What follows belongs to an exercise in optimizing a design on an open flow for small area, a short achievable clock period and few clock cycles; a production flow would make more cautious choices. The RTL was checked by simulation tests, not by an equivalence proof against the original design. Power is estimated from default activity; no workload was simulated.

--- flow/run.sh ---
#!/bin/bash
# synth_recipe.tcl (not shown) runs the flow's synth.tcl, then flattens the netlist and writes it again
# the make line also repeats each setting of config.mk as NAME=value (left out here)
make -C /OpenROAD-flow-scripts/flow DESIGN_CONFIG=/design/flow/config.mk WORK_HOME=/design/flow/orfs CLKGATE_MAP_FILE= SYNTH_SCRIPT=/design/flow/synth_recipe.tcl finish
--- flow/config.mk ---
export PLATFORM = sky130hd
export DESIGN_NAME = betterNeighborsInMyCluster
export DESIGN_NICKNAME = betterNeighborsInMyCluster
export VERILOG_FILES = /design/flow/design.v
export SDC_FILE = /design/flow/constraint.sdc
export NUM_CORES = 4
export LEC_CHECK = 0
export CAP_MARGIN = 20
export CORE_MARGIN = 2
export CORE_UTILIZATION = 40
export SLEW_MARGIN = 20
--- flow/constraint.sdc ---
create_clock -name core_clock -period 11.0 [get_ports {clock}]
set_input_delay 2.2000 -clock core_clock [delete_from_list [all_inputs] [get_ports {clock}]]
set_output_delay 2.2000 -clock core_clock [all_outputs]
set_load 0.01 [all_outputs]
--- flow/design.v ---
`timescale 1ns/1ps
module betterNeighborsInMyCluster(clock, nrst, start, address, wr_en, data_in, MY_CLUSTER_ID, mybest, besthop, bestvalue, bestneighborID, nextsinks, data_out, done);
	input clock, nrst, start;
	input [16-1:0] data_in, MY_CLUSTER_ID;
	input [16-1:0] mybest;  
	output done, wr_en;
	output [16-1:0] address, data_out;
	output [16-1:0] besthop, bestneighborID, nextsinks;
	output [16-1:0] bestvalue;  
	reg done_buf, wr_en_buf;
	reg [16-1:0] address_count, data_out_buf, i, j, k;
	reg [16-1:0] knownSinkCount, neighborCount, clusterID, neighborID, knownSinks, betterneighbors, betterneighborCount, besthop_buf, bestneighborID_buf, nextsinks_buf;
	reg [16-1:0] BATTERY_THRESHOLD, batteryStat, qValue, bestvalue_buf, HCM;  
	reg [31:0] fpTemp;
	reg [31:0] kTemp;  
	reg [3:0] state;
	always @ (posedge clock) begin
		if (!nrst) begin
			done_buf <= 0;
			wr_en_buf <= 0;
			address_count <= 16'h688;  
			betterneighbors <= 0;
			betterneighborCount <= 0;
			besthop_buf <= 16'd65;
			bestvalue_buf  <= 16'hFFFE;  
			BATTERY_THRESHOLD <= 0;  
			nextsinks_buf <= 16'd65;
			state <= 0;
			i <= 0;
			j <= 0;
			k <= 0;
		end
		else begin
			case (state)
				0: begin
					if (start) begin
						state = 1;
						address_count <= 16'h688;  
					end
					else state = 0;
				end
				1: begin
					knownSinkCount = data_in;
					state = 2;
					address_count = 16'h68A;  
				end
				2: begin
					neighborCount = data_in;
					state = 3;
					address_count = 16'hC8;  
				end
				3: begin
					clusterID = data_in;
					if (MY_CLUSTER_ID != clusterID) begin
						i = i + 1;
						address_count = 16'hC8 + 2*i;  
						if (i == neighborCount) begin
							state = 10;
							address_count = 16'h48 + 2*besthop_buf;  
						end
					end
					else begin
						state = 4;
						address_count = 16'h148 + 2*i;  
					end
				end
				4: begin
					batteryStat = data_in; 
					if (BATTERY_THRESHOLD > batteryStat) begin
						i = i + 1;
						state = 3;
						address_count = 16'hC8 + 2*i;  
						if (i == neighborCount) begin
							state = 10;
							address_count = 16'h48 + 2*besthop_buf;  
						end
					end
					else begin
						state = 5;
						address_count = 16'h1C8 + 2*i;  
					end
				end
				5: begin
					qValue = data_in;
					if (qValue <= mybest) begin  
						betterneighborCount = betterneighborCount + 1;
						state = 6;
						data_out_buf = i;  
						address_count = 16'h668 + 2*(betterneighborCount-1);
						wr_en_buf = 1;
					end
					else begin
						state = 8;
						address_count = 16'h48 + 2*i;  
					end
				end
				6: begin
					wr_en_buf = 0;
					state = 7;
					kTemp = (11-1) * batteryStat;  
					if (kTemp[14:0] != 15'd0)  
						k = kTemp[30:15] + 1;
					else
						k = kTemp[30:15];
					if (k >= 11)
						k = 11 - 1;
					address_count = 16'h648 + 2*k;  
				end
				7: begin
					HCM = data_in;
					fpTemp = qValue * HCM;  
					qValue = fpTemp[28:13];  
					if (qValue < bestvalue_buf) begin  
						besthop_buf = i;
						bestvalue_buf = qValue;
					end
					state = 8;
					address_count = 16'h48 + 2*i;  
				end
				8: begin
					neighborID = data_in;
					state = 9;
					address_count = 16'h8 + 2*j;  
				end
				9: begin
					knownSinks = data_in;
					if (neighborID == knownSinks) begin
						nextsinks_buf = i;
					end
					j = j + 1;
					address_count = 16'h8 + 2*j;  
					if (j == knownSinkCount) begin
						j = 0;
						i = i + 1;
						state = 3;
						address_count = 16'hC8 + 2*i;  
					end
					if (i == neighborCount) begin
						state = 10;
						address_count = 16'h48 + 2*besthop_buf;  
					end
				end
				10: begin
					bestneighborID_buf = data_in;
					state = 11;
					data_out_buf = betterneighborCount;
					address_count = 16'h68C;
					wr_en_buf = 1;
				end
				11: begin
					wr_en_buf = 0;
					state = 12;
				end
				12: begin
					done_buf = 1;
				end
				default: state = 12;
			endcase
		end
	end
	assign done = done_buf;
	assign address = address_count;
	assign wr_en = wr_en_buf;
	assign besthop = besthop_buf;
	assign bestvalue = bestvalue_buf;
	assign bestneighborID = bestneighborID_buf;
	assign nextsinks = nextsinks_buf;
	assign data_out = data_out_buf;
endmodule
==> reports/summary.md <==
Routability-driven placement finished with a final weighted congestion of 0.931. Summed over all cells, the static leakage comes to 11.2 nW. For the routed wire length, the log shows 73.9 mm. Slowest stage cell on the critical path: sky130_fd_sc_hd__clkdlybuf4s50_1. The yosys synthesis warning count came out at 1. The cell chosen for the clock root is sky130_fd_sc_hd__clkbuf_16. For this run, design rule violations remaining after detail routing come to 0.

The detailed-route vias per instance was 5.57. In this run the horizontal extent of the chip is 244 um. The tools report the maximum root-to-sink buffer count as 3.

From bottom edge to top edge, the die measures 244 um. Of the total power, the share spent switching nets is 43.3%. The logs give 20.0k for the via count of the first global-routing pass and 1.82 mW for the reported net switching power. At the pin with the least slew margin, the transition time is 1160 ps.

For this configuration, the core starts out at a cell density of 40.6%. The flow ran to the end and the layout has no timing, DRC or antenna violations. The post-detailed-route wirelength per cell was 21.1 um. The detailed router's first-iteration violation count was 1546.

TritonCTS built the clock tree. CTS saw 229 sinks. The path depth of the worst reg2reg path came out at 34. The type of element launching the critical path is an input pin. The synthesized netlist contains 87 unique library cells.

The most frequent cell on the critical path is sky130_fd_sc_hd__fa_1. Along the worst path, the maximum fanout reaches 21. The run gives 0.0263 sq mm as the finished layout cell area.

The logs give 95.9 MHz for the maximum clock rate and 22.7% for the worst slew margin relative to its limit. The worst hold path begins at nextsinks_buf[6]$_SDFFE_PN1P_. Pin placement for this block handled 149 I/O pins. The hold violation total from the final report was 0; the number of instances in the placed design was 3447. Setup total negative slack on the finished layout was measured at 0 ps. The proportion of layout cells with a drive suffix above 1 was 6.19%. The worst setup path is captured at a flip-flop. The number of synthesized flops with an enable pin is 112. The area of the core region is 0.0566 sq mm, and the clock insertion delay at the later pin of the skew report is 590 ps. The cell depth of the worst hold path works out to 2. For the largest net degree at the start of global routing, the log shows 38. Global routing consumed, over all layers together, 25.0% of the routing resources.

The detailed placement HPWL was 56.4 mm; the share of the core filled with cells in the final layout was 46.5%. Summing every instance area after synthesis gives 0.0230 sq mm. The number of gates resized after cts is 0, and the total via count after detailed routing is 19.5k. The slack of the worst reg-to-reg path is 2150 ps. The synthesized instance count was 2622; the max-cap check violation count was 0. Clock tree synthesis inserted a total of 29 buffers. The worst register-to-register path begins at qValue[6]$_DFFE_PP_. The clock period could shrink to 10430 ps. For the part of the power in registers, the log shows 22.6%.

The prevailing post-synth register cell was sky130_fd_sc_hd__dfxtp_1. During placement, the flow inserted port buffers numbering 147. The clock share of power was 22.2%. The worst register-to-register path ends at bestvalue_buf[3]$_SDFFE_PN1P_. The number of setup buffers added after CTS is 0. The clock-pin slew on the worst setup and hold paths is 70 ps, and the portion of the clock cycle consumed by the worst path in the final layout is 94.8%. Setup violations remaining at the end of the flow were counted as 0.

The number of H-tree levels was 1. The logs give 24.8% for the register area share after synthesis and 6 for the number of search-and-repair iterations in the first detailed-routing pass. In the synthesized netlist the async set-or-reset flop fraction comes to 0%.

Buffers inserted to repair hold after CTS numbered 0. The area after detailed placement is 0.0254 sq mm. The floorplan step defined a die boundary enclosing 0.0594 sq mm. The number of nets in the synthesized netlist is 3019.

The number of pins with negative max-slew slack in the final report is 0. The number of antenna violations at the first check in global routing is 6, and the row count is 87. Yosys attributes the largest share of cell area to sky130_fd_sc_hd__fa_1 17%, sky130_fd_sc_hd__edfxtp_1 15%, sky130_fd_sc_hd__dfxtp_1 10%. The total congestion overflow after global routing came out at 0. The worst setup path is of the input pin to flip-flop kind.

The average cell area after synthesis is 8.77 sq um, and the internal power consumption is 2.39 mW. The peak ir drop on the vdd network is 224 uV, and the combinational power share is 55.2%. The post-route antenna net violation count is 0, and the share of the synthesized area in the top cell type is 16.7%. Once layout is complete, the cells apart from fillers number 3504. The final setup skew came out at 37.4 ps. Setup repair after global routing left no endpoint under its margin. In this design, the stage delay of the slowest critical-path cell is 720 ps. The worst-case hold slack came out at 489 ps. The tools report the end point of the worst hold path as nextsinks_buf[6]$_SDFFE_PN1P_. Relative to the synthesized area, the layout overhead comes to 14.5%. The number of synthesized register bits came out at 229. The biggest area contributor in the post-synthesis netlist is sky130_fd_sc_hd__fa_1. The required arrival time at the worst endpoint was 11450 ps; the number of nets in the layout was 3119.

The data arrival time of the critical path was 10880 ps; the global-route wire length before repair was 116 mm. Power density over the cells: 160 mW/mm^2. The class of the most critical hold timing path was flip-flop to flip-flop.
-- synth_stat cells, types with 6 or more instances --
| cell type | n |
|---|---|
| sky130_fd_sc_hd__a21o_1 | 17 |
| sky130_fd_sc_hd__o21ai_0 | 104 |
| sky130_fd_sc_hd__xor2_1 | 77 |
| sky130_fd_sc_hd__and3_1 | 14 |
| sky130_fd_sc_hd__clkbuf_1 | 127 |
| sky130_fd_sc_hd__or3_1 | 25 |
| sky130_fd_sc_hd__a31oi_1 | 20 |
| sky130_fd_sc_hd__dfxtp_1 | 117 |
| sky130_fd_sc_hd__nor2_1 | 181 |
| sky130_fd_sc_hd__and2_1 | 110 |
| sky130_fd_sc_hd__a211oi_1 | 12 |
| sky130_fd_sc_hd__inv_1 | 298 |
| sky130_fd_sc_hd__or4_1 | 7 |
| sky130_fd_sc_hd__xnor2_1 | 156 |
| sky130_fd_sc_hd__fa_1 | 192 |
| sky130_fd_sc_hd__nand2b_1 | 22 |
| sky130_fd_sc_hd__edfxtp_1 | 112 |
| sky130_fd_sc_hd__o211ai_1 | 11 |
| sky130_fd_sc_hd__nor4_1 | 20 |
| sky130_fd_sc_hd__and4_1 | 9 |
| sky130_fd_sc_hd__nand3_1 | 43 |
| sky130_fd_sc_hd__nor3_1 | 38 |
| sky130_fd_sc_hd__nor3b_1 | 7 |
| sky130_fd_sc_hd__nor2b_1 | 19 |
| sky130_fd_sc_hd__mux2i_1 | 59 |
| sky130_fd_sc_hd__ha_1 | 154 |
| sky130_fd_sc_hd__o31ai_1 | 6 |
| sky130_fd_sc_hd__a2111oi_0 | 8 |
| sky130_fd_sc_hd__nand4_1 | 32 |
| sky130_fd_sc_hd__o221ai_1 | 9 |
| sky130_fd_sc_hd__a21oi_1 | 111 |
| sky130_fd_sc_hd__o21a_1 | 8 |
| sky130_fd_sc_hd__mux2_2 | 21 |
| sky130_fd_sc_hd__buf_1 | 14 |
| sky130_fd_sc_hd__o22ai_1 | 19 |
| sky130_fd_sc_hd__nand2_1 | 320 |
| sky130_fd_sc_hd__nand3b_1 | 13 |
-- state kept, by name (all words and copies together), names as in the netlist --
signal,cells
neighborID,16
i,16
knownSinkCount,16
data_out_buf,16
batteryStat,16
neighborCount,16
betterneighborCount,16
bestvalue_buf,16
nextsinks_buf,16
j,16
done_buf,1
state,4
wr_en_buf,1
qValue,16
besthop_buf,16
bestneighborID_buf,16
address_count,15
-- worst max-delay path, delay by kind of cell --
kind | cells | cell delay [ps]
fa+ha+maj | 8 | 3640
compound gates | 11 | 2430
buf+inv | 10 | 1750
simple gates | 5 | 650
xor+xnor | 1 | 180
-- stage by stage --
stage / setup WS (ps) / total power [mW]
after floorplan: 628 / 2.43
after global placement: 139 / 3.24
after detailed placement: 23.8 / 3.29
after CTS: 608 / 4.25
after global routing: 133 / 4.55
final: 568 / 4.21
-- cell families after synthesis --
family	Yosys count	share of synthesized area (%)
buf+inv	455	7.64
compound gates	389	10.8
xor+xnor	236	9.17
mux	82	3.69
simple gates	884	18.8
fa+ha+maj	346	25.1
other cells	1	0.0163
flops	229	24.8
-- routing by layer --
layer | up-vias | share of wire, % | GRT usage [%]
met5 | - | 0.043 | 0
met4 | 6 | 4.2 | 10.2
met3 | 192 | 6.6 | 3.33
met2 | 788 | 47 | 41.4
met1 | 9569 | 42 | 32.8
li1 | 8968 | - | -
-- layout by cell type, fill, tap and decap left out, types with 6 or more instances in the layout --
master	netlist	layout
sky130_fd_sc_hd__a2111oi_0	8	8
sky130_fd_sc_hd__a211oi_1	12	12
sky130_fd_sc_hd__a21o_1	17	17
sky130_fd_sc_hd__a21oi_1	111	111
sky130_fd_sc_hd__a31oi_1	20	19
sky130_fd_sc_hd__and2_1	110	110
sky130_fd_sc_hd__and3_1	14	14
sky130_fd_sc_hd__and4_1	9	9
sky130_fd_sc_hd__buf_4	4	73
sky130_fd_sc_hd__clkbuf_1	127	10
sky130_fd_sc_hd__clkbuf_16	0	29
sky130_fd_sc_hd__clkdlybuf4s50_1	0	147
sky130_fd_sc_hd__dfxtp_1	117	117
sky130_fd_sc_hd__edfxtp_1	112	112
sky130_fd_sc_hd__fa_1	192	192
sky130_fd_sc_hd__ha_1	154	154
sky130_fd_sc_hd__inv_1	298	298
sky130_fd_sc_hd__mux2_2	21	21
sky130_fd_sc_hd__mux2i_1	59	59
sky130_fd_sc_hd__nand2_1	320	320
sky130_fd_sc_hd__nand2b_1	22	22
sky130_fd_sc_hd__nand3_1	43	43
sky130_fd_sc_hd__nand3b_1	13	13
sky130_fd_sc_hd__nand4_1	32	32
sky130_fd_sc_hd__nor2_1	181	179
sky130_fd_sc_hd__nor2b_1	19	19
sky130_fd_sc_hd__nor3_1	38	36
sky130_fd_sc_hd__nor3b_1	7	7
sky130_fd_sc_hd__nor4_1	20	19
sky130_fd_sc_hd__o211ai_1	11	11
sky130_fd_sc_hd__o21a_1	8	8
sky130_fd_sc_hd__o21ai_0	104	104
sky130_fd_sc_hd__o221ai_1	9	9
sky130_fd_sc_hd__o22ai_1	19	19
sky130_fd_sc_hd__o31ai_1	6	6
sky130_fd_sc_hd__or3_1	25	25
sky130_fd_sc_hd__or4_1	7	7
sky130_fd_sc_hd__xnor2_1	156	156
sky130_fd_sc_hd__xor2_1	77	77
-- worst max-delay path by stage --
stage | cells after the start | to | slack [ps] | startpoint
floorplan | 35 | bestvalue_buf[11]$_SDFFE_PN1P_ | 630 | data_in[3]
CTS | 35 | bestvalue_buf[3]$_SDFFE_PN1P_ | 610 | data_in[5]
detailed placement | 35 | bestvalue_buf[3]$_SDFFE_PN1P_ | 20 | data_in[5]
finish | 35 | bestvalue_buf[3]$_SDFFE_PN1P_ | 570 | data_in[5]
global route | 35 | bestvalue_buf[3]$_SDFFE_PN1P_ | 130 | data_in[5]
global placement | 37 | bestvalue_buf[12]$_SDFFE_PN1P_ | 140 | data_in[5]
-- power by group through the flow --
| stage | clock network, mW | registers [mW] | logic, mW |
|---|---|---|---|
| after floorplan | 0 | 0.958 | 1.47 |
| after global placement | 0 | 0.967 | 2.28 |
| after detailed placement | 0 | 0.967 | 2.33 |
| after CTS | 0.954 | 0.949 | 2.35 |
| after global routing | 0.987 | 0.952 | 2.61 |
| final | 0.935 | 0.950 | 2.32 |
-- cell type report --
cell class,count,area (sq um)
clock inverters,14,135
well taps,756,946
repair buffers,222,2060
clock buffers,40,777
fillers,5482,30300
multi-input cells,1938,15600
diodes,3,7.51
inverters,302,1130
flip-flops and latches,229,5710
Testbench counts, summed over its fixed seeds: cycles 108,365.

[afterwards: timing with drivers on the ports]
No port has a modelled driver above. Below, the same layout with a new extraction and two added sets of constraints.
Step 1 (the two cells are an assumption about what drives the block):
set clk [get_ports {clock}]
set_driving_cell -lib_cell sky130_fd_sc_hd__clkbuf_16 $clk
set_driving_cell -lib_cell sky130_fd_sc_hd__buf_2 [delete_from_list [all_inputs] $clk]
Step 2 adds t to the input delays and takes it off the output delays; t is the mean of the earliest and latest rising clock arrival at the registers after step 1. Input paths then give back, and output paths get back, about the clock's delay inside the block.
a / b / c = ideal ports / drivers / drivers and shift; a / b = the first two.
t (ns): 0.628
setup slack, ns: 0.568 / 0.605 / -0.023
worst setup path at the end: input to register
clock arrival spread, ns: 0.044 / 0.044
pins driven straight from the clock port: 1
With both steps, setup timing fails in this run, where it was met with ideal ports. The setup slack of this run moves by +0.037 ns with the drivers and by -0.591 ns with both steps.
